Background: an optimization exercise with open tools, aiming at small area. Do not read the settings as production practice.
The RTL was checked by simulation tests, not by an equivalence proof against the original design.
No activity file was given, so power comes from the tool's default toggle rates.

==> flow/design.v <==
`timescale 1ns / 1ps
module mux_1 # (
   parameter TDATA_WIDTH = 8,
   parameter TKEEP_WIDTH = TDATA_WIDTH/8
) (
        input wire clk,
        input wire aresetn,
        input wire [TKEEP_WIDTH-1:0] input_keep,
        output logic [7:0] bytes_in_flit
    );
    always_ff @ (posedge clk) begin
        if (!aresetn)
            bytes_in_flit <= 0;
        else begin
            case (input_keep)
                1'b0: bytes_in_flit <= 0;
                1'b1: bytes_in_flit <= 1;
            endcase
        end 
    end
endmodule
`timescale 1ns / 1ps
module mux_2 # (
   parameter TDATA_WIDTH = 16,
   parameter TKEEP_WIDTH = TDATA_WIDTH/8
) (
        input wire clk,
        input wire aresetn,
        input wire [TKEEP_WIDTH-1:0] input_keep,
        output logic [7:0] bytes_in_flit
    );
    always_ff @ (posedge clk) begin
        if (!aresetn)
            bytes_in_flit <= 0;
        else begin
            case (input_keep)
                2'b00: bytes_in_flit <= 0;
                2'b01: bytes_in_flit <= 1;
                2'b11: bytes_in_flit <= 2;
                2'b10: bytes_in_flit <= 1;
            endcase
        end 
    end
endmodule
`timescale 1ns / 1ps
module mux_4 # (
   parameter TDATA_WIDTH = 32,
   parameter TKEEP_WIDTH = TDATA_WIDTH/8
) (
        input wire clk,
        input wire aresetn,
        input wire [TKEEP_WIDTH-1:0] input_keep,
        output logic [7:0] bytes_in_flit
    );
    always_ff @ (posedge clk) begin
        if (!aresetn)
            bytes_in_flit <= 0;
        else begin
            case (input_keep)
                4'h0: bytes_in_flit <= 0;
                4'h1: bytes_in_flit <= 1;
                4'h3: bytes_in_flit <= 2;
                4'h7: bytes_in_flit <= 3;
                4'hF: bytes_in_flit <= 4;
                4'hE: bytes_in_flit <= 3;
                4'hC: bytes_in_flit <= 2;
                4'h8: bytes_in_flit <= 1;
            endcase
        end 
    end
endmodule
`timescale 1ns / 1ps
module mux_8 # (
  parameter TDATA_WIDTH = 64,
  parameter TKEEP_WIDTH = TDATA_WIDTH/8
) (
       input wire clk,
       input wire aresetn,
       input wire [TKEEP_WIDTH-1:0] input_keep,
       output logic [7:0] bytes_in_flit
   );
   always_ff @ (posedge clk) begin
       if (!aresetn)
           bytes_in_flit <= 0;
       else begin
           case (input_keep)
               8'h0: bytes_in_flit <= 0;
               8'h1: bytes_in_flit <= 1;
               8'h3: bytes_in_flit <= 2;
               8'h7: bytes_in_flit <= 3;
               8'hF: bytes_in_flit <= 4;
               8'h1F: bytes_in_flit <= 5;
               8'h3F: bytes_in_flit <= 6;
               8'h7F: bytes_in_flit <= 7;
               8'hFF: bytes_in_flit <= 8;
               8'hFE: bytes_in_flit <= 7;
               8'hFC: bytes_in_flit <= 6;
               8'hF8: bytes_in_flit <= 5;
               8'hF0: bytes_in_flit <= 4;
               8'hE0: bytes_in_flit <= 3;
               8'hC0: bytes_in_flit <= 2;
               8'h80: bytes_in_flit <= 1;
           endcase
       end 
   end
endmodule
`timescale 1ns / 1ps
module mux_16 # (
   parameter TDATA_WIDTH = 128,
   parameter TKEEP_WIDTH = TDATA_WIDTH/8
) (
        input wire clk,
        input wire aresetn,
        input wire [TKEEP_WIDTH-1:0] input_keep,
        output logic [7:0] bytes_in_flit
    );
    always_ff @ (posedge clk) begin
        if (!aresetn)
            bytes_in_flit <= 0;
        else begin
            case (input_keep)
                16'h0: bytes_in_flit <= 0;
                16'h1: bytes_in_flit <= 1;
                16'h3: bytes_in_flit <= 2;
                16'h7: bytes_in_flit <= 3;
                16'hF: bytes_in_flit <= 4;
                16'h1F: bytes_in_flit <= 5;
                16'h3F: bytes_in_flit <= 6;
                16'h7F: bytes_in_flit <= 7;
                16'hFF: bytes_in_flit <= 8;
                16'h1FF: bytes_in_flit <= 9;
                16'h3FF: bytes_in_flit <= 10;
                16'h7FF: bytes_in_flit <= 11;
                16'hFFF: bytes_in_flit <= 12;
                16'h1FFF: bytes_in_flit <= 13;
                16'h3FFF: bytes_in_flit <= 14;
                16'h7FFF: bytes_in_flit <= 15;
                16'hFFFF: bytes_in_flit <= 16;
                16'hFFFE: bytes_in_flit <= 15;
                16'hFFFC: bytes_in_flit <= 14;
                16'hFFF8: bytes_in_flit <= 13;
                16'hFFF0: bytes_in_flit <= 12;
                16'hFFE0: bytes_in_flit <= 11;
                16'hFFC0: bytes_in_flit <= 10;
                16'hFF80: bytes_in_flit <= 9;
                16'hFF00: bytes_in_flit <= 8;
                16'hFE00: bytes_in_flit <= 7;
                16'hFC00: bytes_in_flit <= 6;
                16'hF800: bytes_in_flit <= 5;
                16'hF000: bytes_in_flit <= 4;
                16'hE000: bytes_in_flit <= 3;
                16'hC000: bytes_in_flit <= 2;
                16'h8000: bytes_in_flit <= 1;
            endcase
        end 
    end
endmodule
`timescale 1ns / 1ps
module mux_32 # (
   parameter TDATA_WIDTH = 256,
   parameter TKEEP_WIDTH = TDATA_WIDTH/8
) (
        input wire clk,
        input wire aresetn,
        input wire [TKEEP_WIDTH-1:0] input_keep,
        output logic [7:0] bytes_in_flit
    );
    always_ff @ (posedge clk) begin
        if (!aresetn)
            bytes_in_flit <= 0;
        else begin
            case (input_keep)
                32'h0: bytes_in_flit <= 0;
                32'h1: bytes_in_flit <= 1;
                32'h3: bytes_in_flit <= 2;
                32'h7: bytes_in_flit <= 3;
                32'hF: bytes_in_flit <= 4;
                32'h1F: bytes_in_flit <= 5;
                32'h3F: bytes_in_flit <= 6;
                32'h7F: bytes_in_flit <= 7;
                32'hFF: bytes_in_flit <= 8;
                32'h1FF: bytes_in_flit <= 9;
                32'h3FF: bytes_in_flit <= 10;
                32'h7FF: bytes_in_flit <= 11;
                32'hFFF: bytes_in_flit <= 12;
                32'h1FFF: bytes_in_flit <= 13;
                32'h3FFF: bytes_in_flit <= 14;
                32'h7FFF: bytes_in_flit <= 15;
                32'hFFFF: bytes_in_flit <= 16;
                32'h1FFFF: bytes_in_flit <= 17;
                32'h3FFFF: bytes_in_flit <= 18;
                32'h7FFFF: bytes_in_flit <= 19;
                32'hFFFFF: bytes_in_flit <= 20;
                32'h1FFFFF: bytes_in_flit <= 21;
                32'h3FFFFF: bytes_in_flit <= 22;
                32'h7FFFFF: bytes_in_flit <= 23;
                32'hFFFFFF: bytes_in_flit <= 24;
                32'h1FFFFFF: bytes_in_flit <= 25;
                32'h3FFFFFF: bytes_in_flit <= 26;
                32'h7FFFFFF: bytes_in_flit <= 27;
                32'hFFFFFFF: bytes_in_flit <= 28;
                32'h1FFFFFFF: bytes_in_flit <= 29;
                32'h3FFFFFFF: bytes_in_flit <= 30;
                32'h7FFFFFFF: bytes_in_flit <= 31;
                32'hFFFFFFFF: bytes_in_flit <= 32;
                32'hFFFFFFFE: bytes_in_flit <= 31;
                32'hFFFFFFFC: bytes_in_flit <= 30;
                32'hFFFFFFF8: bytes_in_flit <= 29;
                32'hFFFFFFF0: bytes_in_flit <= 28;
                32'hFFFFFFE0: bytes_in_flit <= 27;
                32'hFFFFFFC0: bytes_in_flit <= 26;
                32'hFFFFFF80: bytes_in_flit <= 25;
                32'hFFFFFF00: bytes_in_flit <= 24;
                32'hFFFFFE00: bytes_in_flit <= 23;
                32'hFFFFFC00: bytes_in_flit <= 22;
                32'hFFFFF800: bytes_in_flit <= 21;
                32'hFFFFF000: bytes_in_flit <= 20;
                32'hFFFFE000: bytes_in_flit <= 19;
                32'hFFFFC000: bytes_in_flit <= 18;
                32'hFFFF8000: bytes_in_flit <= 17;
                32'hFFFF0000: bytes_in_flit <= 16;
                32'hFFFE0000: bytes_in_flit <= 15;
                32'hFFFC0000: bytes_in_flit <= 14;
                32'hFFF80000: bytes_in_flit <= 13;
                32'hFFF00000: bytes_in_flit <= 12;
                32'hFFE00000: bytes_in_flit <= 11;
                32'hFFC00000: bytes_in_flit <= 10;
                32'hFF800000: bytes_in_flit <= 9;
                32'hFF000000: bytes_in_flit <= 8;
                32'hFE000000: bytes_in_flit <= 7;
                32'hFC000000: bytes_in_flit <= 6;
                32'hF8000000: bytes_in_flit <= 5;
                32'hF0000000: bytes_in_flit <= 4;
                32'hE0000000: bytes_in_flit <= 3;
                32'hC0000000: bytes_in_flit <= 2;
                32'h80000000: bytes_in_flit <= 1;
            endcase
        end 
    end
endmodule
`timescale 1ns / 1ps
module mux_64 # (
   parameter TDATA_WIDTH = 512,
   parameter TKEEP_WIDTH = TDATA_WIDTH/8
) (
        input wire clk,
        input wire aresetn,
        input wire [TKEEP_WIDTH-1:0] input_keep,
        output logic [6:0] bytes_in_flit
    );
    wire [63:0] u = input_keep ^ {64{~input_keep[0]}};
    wire bad = |(~u[62:0] & u[63:1]);
    wire [6:0] m;
    assign m[6] = u[63];
    genvar j, r;
    generate
        for (j = 0; j < 6; j = j + 1) begin : g_bit
            wire [(32 >> j) - 1:0] t;
            for (r = 0; r < (32 >> j); r = r + 1) begin : g_term
                assign t[r] = u[((2*r+1) << j) - 1] & ~u[((2*r+2) << j) - 1];
            end
            assign m[j] = |t;
        end
    endgenerate
    wire [6:0] n = input_keep[0] ? m : {1'b0, 6'd0 - m[5:0]};
    always_ff @ (posedge clk) begin
        if (!aresetn)
            bytes_in_flit <= 0;
        else if (!bad)
            bytes_in_flit <= n;
    end
endmodule
`timescale 1ns / 1ps
module packet_snooper # (
   parameter TDATA_WIDTH = 512,
   parameter TKEEP_WIDTH = TDATA_WIDTH/8
) (
   input wire clk,
   input wire aresetn,
   input wire [TDATA_WIDTH-1:0] in_stream_TDATA,
   input wire [TKEEP_WIDTH-1:0] in_stream_TKEEP,
   input wire in_stream_TREADY,
   input wire in_stream_TVALID,
   input wire in_stream_TLAST,
   output logic [63:0] flit_count_TDATA,
   output logic [7:0] flit_count_TKEEP,
   input  logic flit_count_TREADY,
   output logic flit_count_TVALID,
   output logic flit_count_TLAST,
   output logic [63:0] packet_count_TDATA,
   output logic [7:0] packet_count_TKEEP,
   input  logic packet_count_TREADY,
   output logic packet_count_TVALID,
   output logic packet_count_TLAST,
   output logic [63:0] cycle_count_TDATA,
   output logic [7:0] cycle_count_TKEEP,
   input  logic cycle_count_TREADY,
   output logic cycle_count_TVALID,
   output logic cycle_count_TLAST,
   input measure,
   output logic [63:0] packet_size,
   output logic packet_size_valid,
   output logic measure_sync_out
);
   logic active, first, sum_zero;
   logic [6:0] bytes_in_flit;
   logic [63:0] flit_counter, packet_counter, cycle_counter;
   wire st_meas = active & measure_sync_out;
   wire st_done = active & ~measure_sync_out;
   wire hs      = st_meas & in_stream_TVALID & in_stream_TREADY;
   assign flit_count_TKEEP   = 8'hFF;
   assign flit_count_TLAST   = 1'b1;
   assign packet_count_TKEEP = 8'hFF;
   assign packet_count_TLAST = 1'b1;
   assign cycle_count_TKEEP  = 8'hFF;
   assign cycle_count_TLAST  = 1'b1;
   always_ff @ (posedge clk) begin
      measure_sync_out <= measure;
      active <= aresetn & (active ? measure_sync_out : measure);
      first  <= ~active;
   end
   mux_64 # (.TDATA_WIDTH (TDATA_WIDTH),.TKEEP_WIDTH (TKEEP_WIDTH)) inst1
        (.clk(clk),
         .aresetn(aresetn),
         .input_keep(in_stream_TKEEP),
         .bytes_in_flit(bytes_in_flit)
         );
   wire [63:0] cyc_n, flt_n, pkt_n, psz_n;
   wire        pkt_inc = hs & in_stream_TLAST;
   inc_n #(.W(64), .B(16)) u_cyc (.q(cycle_counter),  .clr(first), .inc(1'b1),    .n(cyc_n));
   inc_n #(.W(64), .B(8)) u_flt (.q(flit_counter),   .clr(first), .inc(hs),      .n(flt_n));
   inc_n #(.W(64), .B(8)) u_pkt (.q(packet_counter), .clr(first), .inc(pkt_inc), .n(pkt_n));
   wire       psz_clr = hs & sum_zero;
   wire [7:0] psz_lo  = {1'b0, packet_size[6:0] & {7{~sum_zero}}} + {1'b0, bytes_in_flit};
   inc_n #(.W(57), .B(8)) u_psz (.q(packet_size[63:7]), .clr(psz_clr), .inc(hs & psz_lo[7]), .n(psz_n[63:7]));
   assign psz_n[6:0] = hs ? psz_lo[6:0] : packet_size[6:0];
   always_ff @ (posedge clk) begin
      cycle_counter  <= cyc_n;
      flit_counter   <= flt_n;
      packet_counter <= pkt_n;
   end
   always_ff @ (posedge clk) begin
      packet_size <= psz_n;
      if (~active) begin
         sum_zero <= 1'b1;
         packet_size_valid <= 1'b0;
      end
      else if (hs) begin
         sum_zero <= in_stream_TLAST;
         packet_size_valid <= in_stream_TLAST;
      end
   end
   always_ff @ (posedge clk) begin
      if (st_done) begin
         cycle_count_TVALID  <= cycle_count_TREADY;
         packet_count_TVALID <= packet_count_TREADY;
         flit_count_TVALID   <= flit_count_TREADY;
         if (cycle_count_TREADY)  cycle_count_TDATA  <= cycle_counter;
         if (packet_count_TREADY) packet_count_TDATA <= packet_counter;
         if (flit_count_TREADY)   flit_count_TDATA   <= flit_counter;
      end
   end
endmodule
module inc_n #(
   parameter W = 64,
   parameter B = 8
) (
   input  wire [W-1:0] q,
   input  wire         clr,
   input  wire         inc,
   output wire [W-1:0] n
);
   localparam NB = (W + B - 1) / B;
   wire [W:0]  c;
   wire [NB:0] pre;    
   assign pre[0] = 1'b1;
   genvar b, k;
   generate
      for (b = 0; b < NB; b = b + 1) begin : g_blk
         localparam LO = b * B;
         localparam HI = (LO + B < W) ? LO + B : W;
         if (b == 0) begin : g_p0
            assign pre[1] = ~clr & (&q[HI-1:LO]);
         end else begin : g_pn
            assign pre[b+1] = pre[b] & (&q[HI-1:LO]);
         end
         for (k = LO; k < HI; k = k + 1) begin : g_bit
            wire ci = (k == LO) ? (inc & pre[b]) : c[k];
            if (k == 0) begin : g_lsb
               assign n[0] = (q[0] & ~clr) ^ ci;
            end else begin : g_up
               assign n[k] = ~clr & (q[k] ^ ci);
            end
            assign c[k+1] = q[k] & ci;
         end
      end
   endgenerate
endmodule
==> flow/flow/run.sh <==
#!/bin/bash
# Layout flow: the standard flow (standard synthesis unchanged), with
#  - the port buffers made from the smallest buffer cell,
#  - one tie cell for the constant outputs (no tie fanout repair),
#  - a clock tree of small clock buffers, clustered, without dummy loads.
# ORFS writes each step's full log under orfs/logs; make's own output goes
# to flow_standard.log.
set -euo pipefail
export BUFFER_PORTS_ARGS="-buffer_cell sky130_fd_sc_hd__buf_1"
export SKIP_REPAIR_TIE_FANOUT=1
export CTS_ARGS="-sink_clustering_enable -repair_clock_nets -dont_use_dummy_load -buf_list sky130_fd_sc_hd__clkbuf_4 -sink_clustering_size 10 -sink_clustering_max_diameter 50"
bash standard.sh > flow_standard.log 2>&1
==> flow/standard.sh <==
#!/bin/bash
# synth_recipe.tcl (not shown) runs the flow's synth.tcl, then flattens the netlist and writes it again
# the make line also repeats each setting of config.mk as NAME=value (left out here)
make -C /OpenROAD-flow-scripts/flow DESIGN_CONFIG=/design/flow/config.mk WORK_HOME=/design/flow/orfs CLKGATE_MAP_FILE= SYNTH_SCRIPT=/design/flow/synth_recipe.tcl "${@:-finish}"
==> flow/config.mk <==
export PLATFORM = sky130hd
export DESIGN_NAME = packet_snooper
export DESIGN_NICKNAME = packet_snooper
export VERILOG_FILES = /design/flow/design.v
export SDC_FILE = /design/flow/constraint.sdc
export NUM_CORES = 4
export LEC_CHECK = 0
export CAP_MARGIN = 20
export CORE_MARGIN = 2
export CORE_UTILIZATION = 30
export SLEW_MARGIN = 20
==> flow/constraint.sdc <==
create_clock -name core_clock -period 5.0 [get_ports {clk}]
set_input_delay 1.0000 -clock core_clock [delete_from_list [all_inputs] [get_ports {clk}]]
set_output_delay 1.0000 -clock core_clock [all_outputs]
set_load 0.01 [all_outputs]
==> results_dict.tcl, run 1 <==
set metrics [dict create \
    required_ps 5660 \
    switchingPower_mw 1.36 \
    cts_tree "done" \
    clk_pin_slew_ps 110 \
    layout-area-overhead-vs-synth_pct 13.7 \
    hold_violations 0 \
    vias_per_cell 4.69 \
    synth_seq_area_share_pct 60.9 \
    utilization_pct 34.3 \
    fp-row-count 91 \
    antenna_found_initial 2 \
    min_path_type "in -> reg" \
    max_slew_margin_pct 33.5 \
    io_buffers 333 \
    grt_max_degree 79 \
    seq_power_share_pct 66.8 \
    skew_ps 156 \
    reg2regPathDepth 21 \
    critPathCaptureType "flop" \
    drive_above_1_share_pct 5.69 \
    core_area_um2 61400 \
    crit_path_max_fanout 5 \
    vias 11955 \
    worstPathArrival_ps 4950 \
    drcViolationCount 0 \
    p_int_mw 4.54 \
    synth_warnings 2 \
    fp.dieH_um 253 \
    timing.fmax_ghz 0.233 \
    rsz0062_at_grt "no" \
    netlist_area_um2 18500 \
    setup_tns_ps 0 \
    synth.distinct_cells 55 \
    cts_root_buffer "clkbuf_4" \
    avgSynthCellArea_um2 13.2 \
    clkPwrFrac_pct 28.8 \
    num-fill-cells 6124 \
    htree_levels 2 \
    async_reset_ff_share_pct 0 \
    nets 2571 \
    cts.sinks 463 \
    grt_pass1_wl_um 69900 \
    setup_ws_ps 711 \
    grt_use_total_pct 14.2 \
    drv_slew 0 \
    synth_adder_area_share_pct 15.4 \
    synth_edf_count 202 \
    status "finished clean" \
    max-vdd-ir-drop_mv 0.199 \
    synth_compound_area_share_pct 4.56 \
    cts.hold.buffers_added 0 \
    comb_power_share_pct 4.4 \
    stdcell_area_um2 21100 \
    netlist_instances 1402 \
    grt_pass1_vias 12268 \
    fin_crit_sh_pct 85.8 \
    insertion_delay_ps 830 \
    hold_depth 1 \
    die_width_um 253 \
    grt_overflow 0 \
    synth_mux_area_share_pct 0.324 \
    synth_seq_cells 463 \
    io_pins 873 \
    cap_violations 0 \
    path_class "reg -> reg" \
    cts.repair.resized 0 \
    power_density_nw_per_um2 280 \
    cp-start-kind "flop" \
    synth_top_family_by_area "adder cells" \
    ant_nets 0 \
    drt_iter0_markers 635 \
    routabilityCongestion 0.912 \
    tightest_slew_ps 997 \
    wl_um 46200 \
    clk_path_buf_depth 3 \
    syn-num-nets 2214 \
    first_pass_iters 5 \
    cts_buffers 59 \
    p_leak_nw 9.07 \
    dp_slack_ps 51.3 \
    dominantRegCellSynth "dfxtp_1" \
    start_util_pct 30.2 \
    synthSimpleGateAreaFrac_pct 14.0 \
    place_area_um2 20600 \
    period_minus_slack_ps 4290 \
    switching_share_pct 23.0 \
    die_area_um2 63800 \
    post_cts_buffers 0 \
    dp_hpwl_um 35000 \
    finalSetupViolations 0 \
    synth-xor-area-share_pct 1.84 \
    wl_per_cell_um 18.1 \
]
==> worst max-delay path: stages, from the launching register on <==
cell and delay (ps):
dfxtp_4 420, nand4b_1 130, nor4_1 60, buf_4 140
and3_1 140, ha_1 210, ha_1 210, ha_1 200
ha_1 190, ha_1 200, ha_1 200, ha_1 210
ha_1 200, ha_1 200, ha_1 200, ha_1 190
ha_1 200, ha_1 210, ha_1 200, ha_1 210
xnor2_1 140, nor2_1 60
==> worst paths after layout <==
path                                                  from                               end  slack (ps)
worst max-delay path                         first$_DFF_P_         cycle_counter[63]$_DFF_P_         710
worst min-delay path                               measure          measure_sync_out$_DFF_P_         320
worst max register to register               first$_DFF_P_         cycle_counter[63]$_DFF_P_         710
worst min register to register  packet_counter[55]$_DFF_P_  packet_count_TDATA[55]$_DFFE_PP_         370
==> power by group through the flow <==
stage / sequential, mW / clock [mW] / combinational [mW]
floorplan: 4.03 / 0 / 0.153
global placement: 4.03 / 0 / 0.261
detailed placement: 4.03 / 0 / 0.258
CTS: 3.94 / 1.81 / 0.259
global route: 3.94 / 1.93 / 0.283
finish: 3.94 / 1.70 / 0.261
==> cell type report <==
type	count	area (µm²)	area share, %
Antenna cell	3	7.51	0.0356
Clock buffer	59	443	2.10
Inverter	63	236	1.12
Multi-Input combinational cell	818	6690	31.8
Sequential cell	463	11300	53.6
Tap cell	790	988	4.69
Timing Repair Buffer	354	1410	6.68
==> cells in the final DEF (no fill, tap or decap), drive strengths merged, types with 6 or more instances in the layout <==
master | netlist | routed
nor4 | 11 | 11
and2 | 55 | 55
o22ai | 36 | 36
ha | 226 | 226
nand3 | 9 | 9
a2111oi | 7 | 7
a211oi | 6 | 6
edfxtp | 202 | 202
dfxtp | 261 | 261
xnor2 | 34 | 34
inv | 61 | 61
clkbuf | 29 | 59
a21oi | 13 | 13
nand4 | 55 | 55
mux2i | 6 | 6
nor2b | 190 | 190
nor2 | 51 | 51
a221oi | 10 | 10
buf | 29 | 354
nand2 | 17 | 17
nand2b | 14 | 14
nor3 | 13 | 13
==> per-stage QoR <==
stage                     instances  hold slack (ps)  total power, mW
after global placement         2488              396             4.29
final                          2550              318             5.90
after CTS                      2547              204             6.01
after detailed placement       2488              403             4.28
after floorplan                1402              384             4.18
after global routing           2550              217             6.15
==> cells in the mapped netlist, types with 3 or more instances <==
cell type	number	area [µm²]
a2111oi_0	7	61.3
a211oi_1	6	45.0
a21oi_1	13	65.1
a221o_1	4	40.0
a221oi_1	10	87.6
a222oi_1	4	40.0
a22o_1	4	35.0
a22oi_1	4	30.0
and2_1	54	338
and3_1	3	18.8
buf_4	28	210
clkbuf_1	29	109
dfxtp_1	261	5230
edfxtp_1	202	6070
ha_1	226	2830
inv_1	59	221
mux2i_1	6	60.1
nand2_1	14	52.6
nand2_2	3	18.8
nand2b_1	14	87.6
nand3_1	9	45.0
nand4_1	54	338
nand4b_1	4	35.0
nor2_1	51	191
nor2b_1	190	1190
nor3_1	8	40.0
nor3_4	3	48.8
nor4_1	9	56.3
o2111ai_1	5	43.8
o21ai_0	5	25.0
o21bai_1	3	22.5
o221ai_1	4	35.0
o22ai_1	36	225
or3_1	3	18.8
xnor2_1	34	298
xor2_1	5	43.8
==> per-layer routing <==
metal	up-vias	global-route usage (%)	wire length [µm]	part of all wire [%]
li1	5708	-	-	-
met1	5706	17.2	19300	42
met4	0	5.00	1350	2.9
met5	-	0	0	0
met2	438	23.3	21300	46
met3	103	4.82	4180	9.0
==> state kept, by name, indices dropped and copies added, names as in the netlist, 7 cells and up <==
name	cells
packet_count_TDATA	64
packet_counter	64
cycle_counter	64
flit_counter	64
packet_size	64
cycle_count_TDATA	64
flit_count_TDATA	64
inst1.bytes_in_flit	7
==> cells by family after synthesis <==
logic type	count (synthesis)
adders and majority gates	227
DFF	463
AOI/OAI and AO/OA	116
xor gates and xnor gates	39
other	1
and+or+nand+nor	429
muxes	6
buffers and inverters	121
==> inputs of run 2 (changes only) <==
--- a/flow/config.mk
+++ b/flow/config.mk
@@ -6,6 +6,6 @@
 export NUM_CORES = 4
 export LEC_CHECK = 0
-export CAP_MARGIN = 20
+export CAP_MARGIN = 0
 export CORE_MARGIN = 2
 export CORE_UTILIZATION = 30
-export SLEW_MARGIN = 20
+export SLEW_MARGIN = 0
==> results_dict.tcl, run 2 <==
set metrics [dict create \
    finalSetupViolations 0 \
    cts.sinks 463 \
    crit_chain "nand4b_1 -> nor4_1 -> buf_4 -> and3_1 -> ha_1 -> ha_1 -> ha_1 -> ha_1 -> ha_1 -> ha_1 -> ha_1 -> ha_1 -> ha_1 -> ha_1 -> ha_1 -> ha_1 -> ha_1 -> ha_1 -> ha_1 -> xnor2_1 -> nor2_1" \
    nets 2571 \
    cp_slowest_stage_delay_ps 420 \
    wl_per_cell_um 18.1 \
    fp-row-count 91 \
    use_met2_pct 23.3 \
    stdcell_area_um2 21100 \
    synth_top_family_by_area "adder cells" \
    ant_nets 0 \
    synth_seq_cells 463 \
    multi_input_area_um2 6690 \
    drv_slew 0 \
    netlist_area_um2 18500 \
    synth_adder_area_share_pct 15.4 \
    register_area_um2 11300 \
    post_cts_buffers 0 \
    power_density_nw_per_um2 280 \
    min_path_type "in -> reg" \
    setup_tns_ps 0 \
    routabilityCongestion 0.912 \
    grt-busiest-layer "met2" \
    synth.distinct_cells 55 \
    cts_root_buffer "clkbuf_4" \
    grt_overflow 0 \
    layout-area-overhead-vs-synth_pct 13.7 \
    synth_mux_area_share_pct 0.324 \
    hold_depth 1 \
    yosysMostFrequentCell "dfxtp_1" \
    clkPwrFrac_pct 28.8 \
    grt_use_total_pct 14.2 \
    insertion_delay_ps 830 \
    rsz0062_at_grt "no" \
    met3_usage_pct 4.82 \
    max-vdd-ir-drop_mv 0.199 \
    avgSynthCellArea_um2 13.2 \
    htree_levels 2 \
    rr_startpoint "first$_DFF_P_" \
    p_int_mw 4.54 \
    synthTopCellsByArea "edfxtp_1 (33%), dfxtp_1 (28%), ha_1 (15%), nor2b_1 (6.4%), and2_1 (1.8%)" \
    period_minus_slack_ps 4290 \
    mostFrequentLayoutCells "buf_1 (333), dfxtp_1 (260), ha_1 (226)" \
    hp-start "measure" \
    final_common_cell "buf_1" \
    p_total_mw 5.90 \
    dominantRegCellSynth "dfxtp_1" \
    slowest_stage "dfxtp_4" \
    crit_family "adder cells" \
    cap_violations 0 \
    path_common_cell "ha_1" \
    synth_seq_area_share_pct 60.9 \
    place_area_um2 20600 \
    synthSimpleGateAreaFrac_pct 14.0 \
    synth_top_area_share_pct 32.7 \
    cts.repair.resized 0 \
    hold_violations 0 \
    r2r-end "cycle_counter[63]$_DFF_P_" \
    worstPathArrival_ps 4950 \
    fin_crit_sh_pct 85.8 \
    die_area_um2 63800 \
    vias 11955 \
    p_leak_nw 9.07 \
    cts_tree "done" \
    io_buffers 333 \
    die_width_um 253 \
    dp_hpwl_um 35000 \
    first_pass_iters 5 \
    comb_power_share_pct 4.4 \
    skew_ps 156 \
    cts.hold.buffers_added 0 \
    crit_path_max_fanout 5 \
    drive_above_1_share_pct 5.69 \
    cts_buffers 59 \
    wl_um 46200 \
    synth_top_cell_by_area "edfxtp_1" \
    vias_per_cell 4.69 \
    cp-start-kind "flop" \
    start_util_pct 30.2 \
    drcViolationCount 0 \
    reg2regPathDepth 21 \
    ys_top_cells_by_count "dfxtp_1 (261), ha_1 (226), edfxtp_1 (202)" \
    seq_power_share_pct 66.8 \
    tightest_slew_ps 997 \
    hold_end "measure_sync_out$_DFF_P_" \
    critPathCaptureType "flop" \
    clk_path_buf_depth 3 \
    clk_pin_slew_ps 110 \
    core_area_um2 61400 \
    status "finished clean" \
    synth_warnings 2 \
    synth_compound_area_share_pct 4.56 \
    grt_max_degree 79 \
    syn-num-nets 2214 \
    utilization_pct 34.3 \
    whs_ps 318 \
    critical_path_buf_inv_count 1 \
    io_pins 873 \
    fp.dieH_um 253 \
    grt_pass1_vias 12268 \
    path_class "reg -> reg" \
    synth_edf_count 202 \
    rrSetupSlack_ps 710 \
    grt_pass1_wl_um 69900 \
    antenna_found_initial 2 \
    num-fill-cells 6124 \
    timing.fmax_ghz 0.233 \
    max_slew_margin_pct 33.5 \
    met1_usage_pct 17.2 \
    drt_iter0_markers 635 \
    async_reset_ff_share_pct 0 \
    switchingPower_mw 1.36 \
    switching_share_pct 23.0 \
    required_ps 5660 \
    synth-xor-area-share_pct 1.84 \
    netlist_instances 1402 \
]
[run 2: kinds of logic (layout without fill, tap and decap cells)]
group,count (synthesis),after routing
buffers and inverters,121,476
adders and majority gates,227,227
other,1,4
DFF,463,463
muxes,6,6
and+or+nand+nor,429,429
AOI/OAI and AO/OA,116,116
xor gates and xnor gates,39,39
[run 2: metal layers]
layer | wire, µm | vias to the layer above
li1 | - | 5708
met1 | 19300 | 5706
met2 | 21300 | 438
met3 | 4180 | 103
met4 | 1350 | 0
met5 | 0 | -
[run 2: power by group through the flow]
stage               clock (mW)  combinational (mW)  sequential [mW]
floorplan                    0               0.153             4.03
global placement             0               0.261             4.03
detailed placement           0               0.258             4.03
CTS                       1.81               0.259             3.94
global route              1.93               0.283             3.94
finish                    1.70               0.261             3.94
[run 2: cell type report]
cell class / count / share of cell area (%)
flip-flops and latches: 463 / 53.6
repair buffers: 354 / 6.68
clock buffers: 59 / 2.10
diodes: 3 / 0.0356
well taps: 790 / 4.69
inverters: 63 / 1.12
multi-input cells: 818 / 31.8
[run 2: worst max-delay path by stage]
stage | from | endpoint | slack [ps] | cells after the start
after floorplan | in_stream_TREADY | flit_counter[62]$_DFF_P_ | 880 | 16
after global placement | in_stream_TVALID | flit_counter[62]$_DFF_P_ | 60 | 17
after detailed placement | in_stream_TVALID | flit_counter[62]$_DFF_P_ | 50 | 17
after CTS | first$_DFF_P_ | packet_counter[63]$_DFF_P_ | 600 | 19
after global routing | first$_DFF_P_ | packet_counter[63]$_DFF_P_ | 390 | 19
final | first$_DFF_P_ | cycle_counter[63]$_DFF_P_ | 710 | 21
[run 2: worst reg2reg max path: cells and delay by family, from the launching register on]
| kind | cells | cell delay [ps] |
|---|---|---|
| XOR/XNOR | 1 | 140 |
| adder cells (fa/ha/maj) | 15 | 3040 |
| AND/OR/NAND/NOR | 4 | 390 |
| flip-flops | 1 | 420 |
| buffers and inverters | 1 | 140 |
[run 2: through the flow]
stage	setup WS [ps]	instances
6_report	711	2550
5_1_grt	389	2550
4_1_cts	603	2547
3_5_place_dp	51.3	2488
3_3_place_gp	55.6	2488
2_1_floorplan	884	1402
==> inputs of run 3 (changes only) <==
--- a/flow/config.mk
+++ b/flow/config.mk
@@ -9,3 +9,4 @@
 export CORE_MARGIN = 2
 export CORE_UTILIZATION = 30
+export PLACE_DENSITY = 0.9
 export SLEW_MARGIN = 0
==> results_dict.tcl, run 3 <==
set metrics [dict create \
    met3_usage_pct 4.18 \
    syn-num-nets 2214 \
    switching_share_pct 22.8 \
    max_slew_margin_pct 27.0 \
    routabilityCongestion 0.975 \
    grt_pass1_vias 12243 \
    vias_per_cell 4.77 \
    rr_startpoint "measure_sync_out$_DFF_P_" \
    clkPwrFrac_pct 28.2 \
    insertion_delay_ps 780 \
    synth_seq_cells 463 \
    start_util_pct 30.2 \
    cp-start-kind "primary input" \
    grt_max_degree 96 \
    synth.distinct_cells 55 \
    p_int_mw 4.51 \
    mostFrequentLayoutCells "buf_1 (333), dfxtp_1 (260), ha_1 (226)" \
    cts_buffers 56 \
    clk_path_buf_depth 3 \
    cts.sinks 463 \
    layout-area-overhead-vs-synth_pct 13.3 \
    final_common_cell "buf_1" \
    tightest_slew_ps 1090 \
    min_path_type "reg -> reg" \
    grt-busiest-layer "met2" \
    place_area_um2 20600 \
    synth_top_family_by_area "adder cells" \
    dp_slack_ps -374 \
    status "finished clean" \
    synthTopCellsByArea "edfxtp_1 (33%), dfxtp_1 (28%), ha_1 (15%), nor2b_1 (6.4%), and2_1 (1.8%)" \
    seq_power_share_pct 67.5 \
    crit_start "in_stream_TREADY" \
    fin_crit_sh_pct 91.7 \
    netlist_instances 1402 \
    finalSetupViolations 0 \
    antenna_found_initial 1 \
    die_width_um 253 \
    grt_overflow 0 \
    cts_tree "done" \
    cts.repair.resized 0 \
    ant_nets 0 \
    synth_adder_area_share_pct 15.4 \
    max-vdd-ir-drop_mv 0.216 \
    period_minus_slack_ps 4580 \
    synth_mux_area_share_pct 0.324 \
    synth-xor-area-share_pct 1.84 \
    fp-row-count 91 \
    ys_top_cells_by_count "dfxtp_1 (261), ha_1 (226), edfxtp_1 (202)" \
    setup_ws_ps 417 \
    switchingPower_mw 1.33 \
    timing.fmax_ghz 0.218 \
    critPathCaptureType "flop" \
    p_total_mw 5.84 \
    synth_compound_area_share_pct 4.56 \
    die_area_um2 63800 \
    post_cts_buffers 0 \
    crit_path_end "packet_counter[63]$_DFF_P_" \
    comb_power_share_pct 4.4 \
    wl_per_cell_um 17.7 \
    clk_pin_slew_ps 100 \
    setup_tns_ps 0 \
    reg2regPathDepth 19 \
    path_class "in -> reg" \
    drive_above_1_share_pct 5.31 \
    netlist_area_um2 18500 \
    synth_top_cell_by_area "edfxtp_1" \
    wl_um 45100 \
    grt_use_total_pct 13.8 \
    avgSynthCellArea_um2 13.2 \
    drv_slew 0 \
    cts_root_buffer "clkbuf_4" \
    synth_seq_area_share_pct 60.9 \
    grt_pass1_wl_um 68300 \
    cts.hold.buffers_added 0 \
    rrSetupSlack_ps 520 \
    power_density_nw_per_um2 278 \
    required_ps 5620 \
    dp_hpwl_um 34300 \
    worstPathArrival_ps 5210 \
    nets 2564 \
    crit_path_max_fanout 5 \
    drt_iter0_markers 551 \
    met1_usage_pct 16.1 \
    first_pass_iters 7 \
    p_leak_nw 9.03 \
    synth_edf_count 202 \
    rsz0062_at_grt "no" \
    use_met2_pct 23.5 \
    dominantRegCellSynth "dfxtp_1" \
    cap_violations 0 \
    r2r-end "packet_counter[63]$_DFF_P_" \
    synthSimpleGateAreaFrac_pct 14.0 \
    vias 12121 \
    yosysMostFrequentCell "dfxtp_1" \
    stdcell_area_um2 21000 \
    skew_ps 112 \
    hold_violations 0 \
    synth_warnings 2 \
    async_reset_ff_share_pct 0 \
    htree_levels 2 \
    utilization_pct 34.2 \
    drcViolationCount 0 \
    core_area_um2 61400 \
    fp.dieH_um 253 \
    io_pins 873 \
    io_buffers 333 \
    synth_top_area_share_pct 32.7 \
]
==> run 3: area by class of cell <==
cell class	count	area, µm²
Timing Repair Buffer	350	1380
Antenna cell	1	2.50
Inverter	63	236
Fill cell	5913	40400
Sequential cell	463	11300
Tap cell	790	988
Multi-Input combinational cell	818	6690
Clock buffer	56	420
==> run 3: metrics by stage <==
step,hold WS [ps],instances
2_1_floorplan,384,1402
3_3_place_gp,414,2484
3_5_place_dp,419,2484
4_1_cts,334,2540
5_1_grt,364,2541
6_report,381,2541
==> run 3: per-layer routing <==
metal	vias up	share of wire, %
met2	535	47
met5	-	0
met3	112	8.6
met1	5766	40
li1	5708	-
met4	0	3.9
==> run 3: worst min-delay path by stage <==
stage                                  start                             end  cells past startpoint
floorplan           cycle_counter[0]$_DFF_P_        cycle_counter[0]$_DFF_P_                      1
global placement    flit_counter[60]$_DFF_P_  flit_count_TDATA[60]$_DFFE_PP_                      0
detailed placement  flit_counter[60]$_DFF_P_  flit_count_TDATA[60]$_DFFE_PP_                      0
CTS                      packet_count_TREADY   packet_count_TVALID$_DFFE_PP_                      1
global route             packet_count_TREADY   packet_count_TVALID$_DFFE_PP_                      1
finish              flit_counter[61]$_DFF_P_  flit_count_TDATA[61]$_DFFE_PP_                      0
==> run 3: cells by family after synthesis <==
logic type / Yosys count
compound gates: 116
other cells: 1
fa+ha+maj: 227
xor+xnor: 39
simple gates: 429
flops: 463
buf+inv: 121
mux: 6
==> run 3: power by group through the flow <==
stage | clock network, mW | registers (mW) | logic [mW]
after floorplan | 0 | 4.03 | 0.153
after detailed placement | 0 | 4.03 | 0.250
after global placement | 0 | 4.03 | 0.254
after CTS | 1.73 | 3.94 | 0.250
after global routing | 1.85 | 3.94 | 0.275
final | 1.65 | 3.94 | 0.254
==> run 3: critical path, cell delays in order <==
cell and delay (ps):
buf_1 240, nand4_4 190, buf_4 210, nor4_2 330, buf_4 190, nand2_1 60, or3_1 420, or3_4 450
nor3_4 240, nand2_2 100, nor3_2 220, ha_1 180, ha_1 150, ha_1 200, ha_1 200, ha_1 220
ha_1 180, ha_1 190, xnor2_1 140, nor2_1 70

## what the ideal ports hide
Ports are ideal in the flow. The routed layouts listed here were re-timed in OpenROAD.
Step 1, drivers: a clkbuf_16 drives clk and a buf_2 each remaining input, both assumed.
Step 2 also shifts input and output timing later by t, the mid clock arrival at the registers, as if the neighbouring blocks saw the same clock.
Slacks: no drivers / after step 1 / after step 2; pairs: no drivers / after step 1.
run | t, ns | setup WS [ns] | worst hold slack (ns) | worst register clock-pin slew, ns | pins driven straight from the clock port
run 1 | 0.806 | 0.711 / 0.711 / 0.135 | 0.318 / 0.299 / 0.369 | 0.11 / 0.11 | 1
run 2 | 0.806 | 0.711 / 0.711 / 0.135 | 0.318 / 0.299 / 0.369 | 0.11 / 0.11 | 1
run 3 | 0.772 | 0.417 / 0.444 / -0.328 | 0.381 / 0.381 / 0.381 | 0.11 / 0.11 | 1
Met with ideal ports but missed after step 2: setup timing in run 3. For run 3, which loses most, drivers alone change the setup slack by +0.027 ns; drivers and shift together by -0.745 ns.
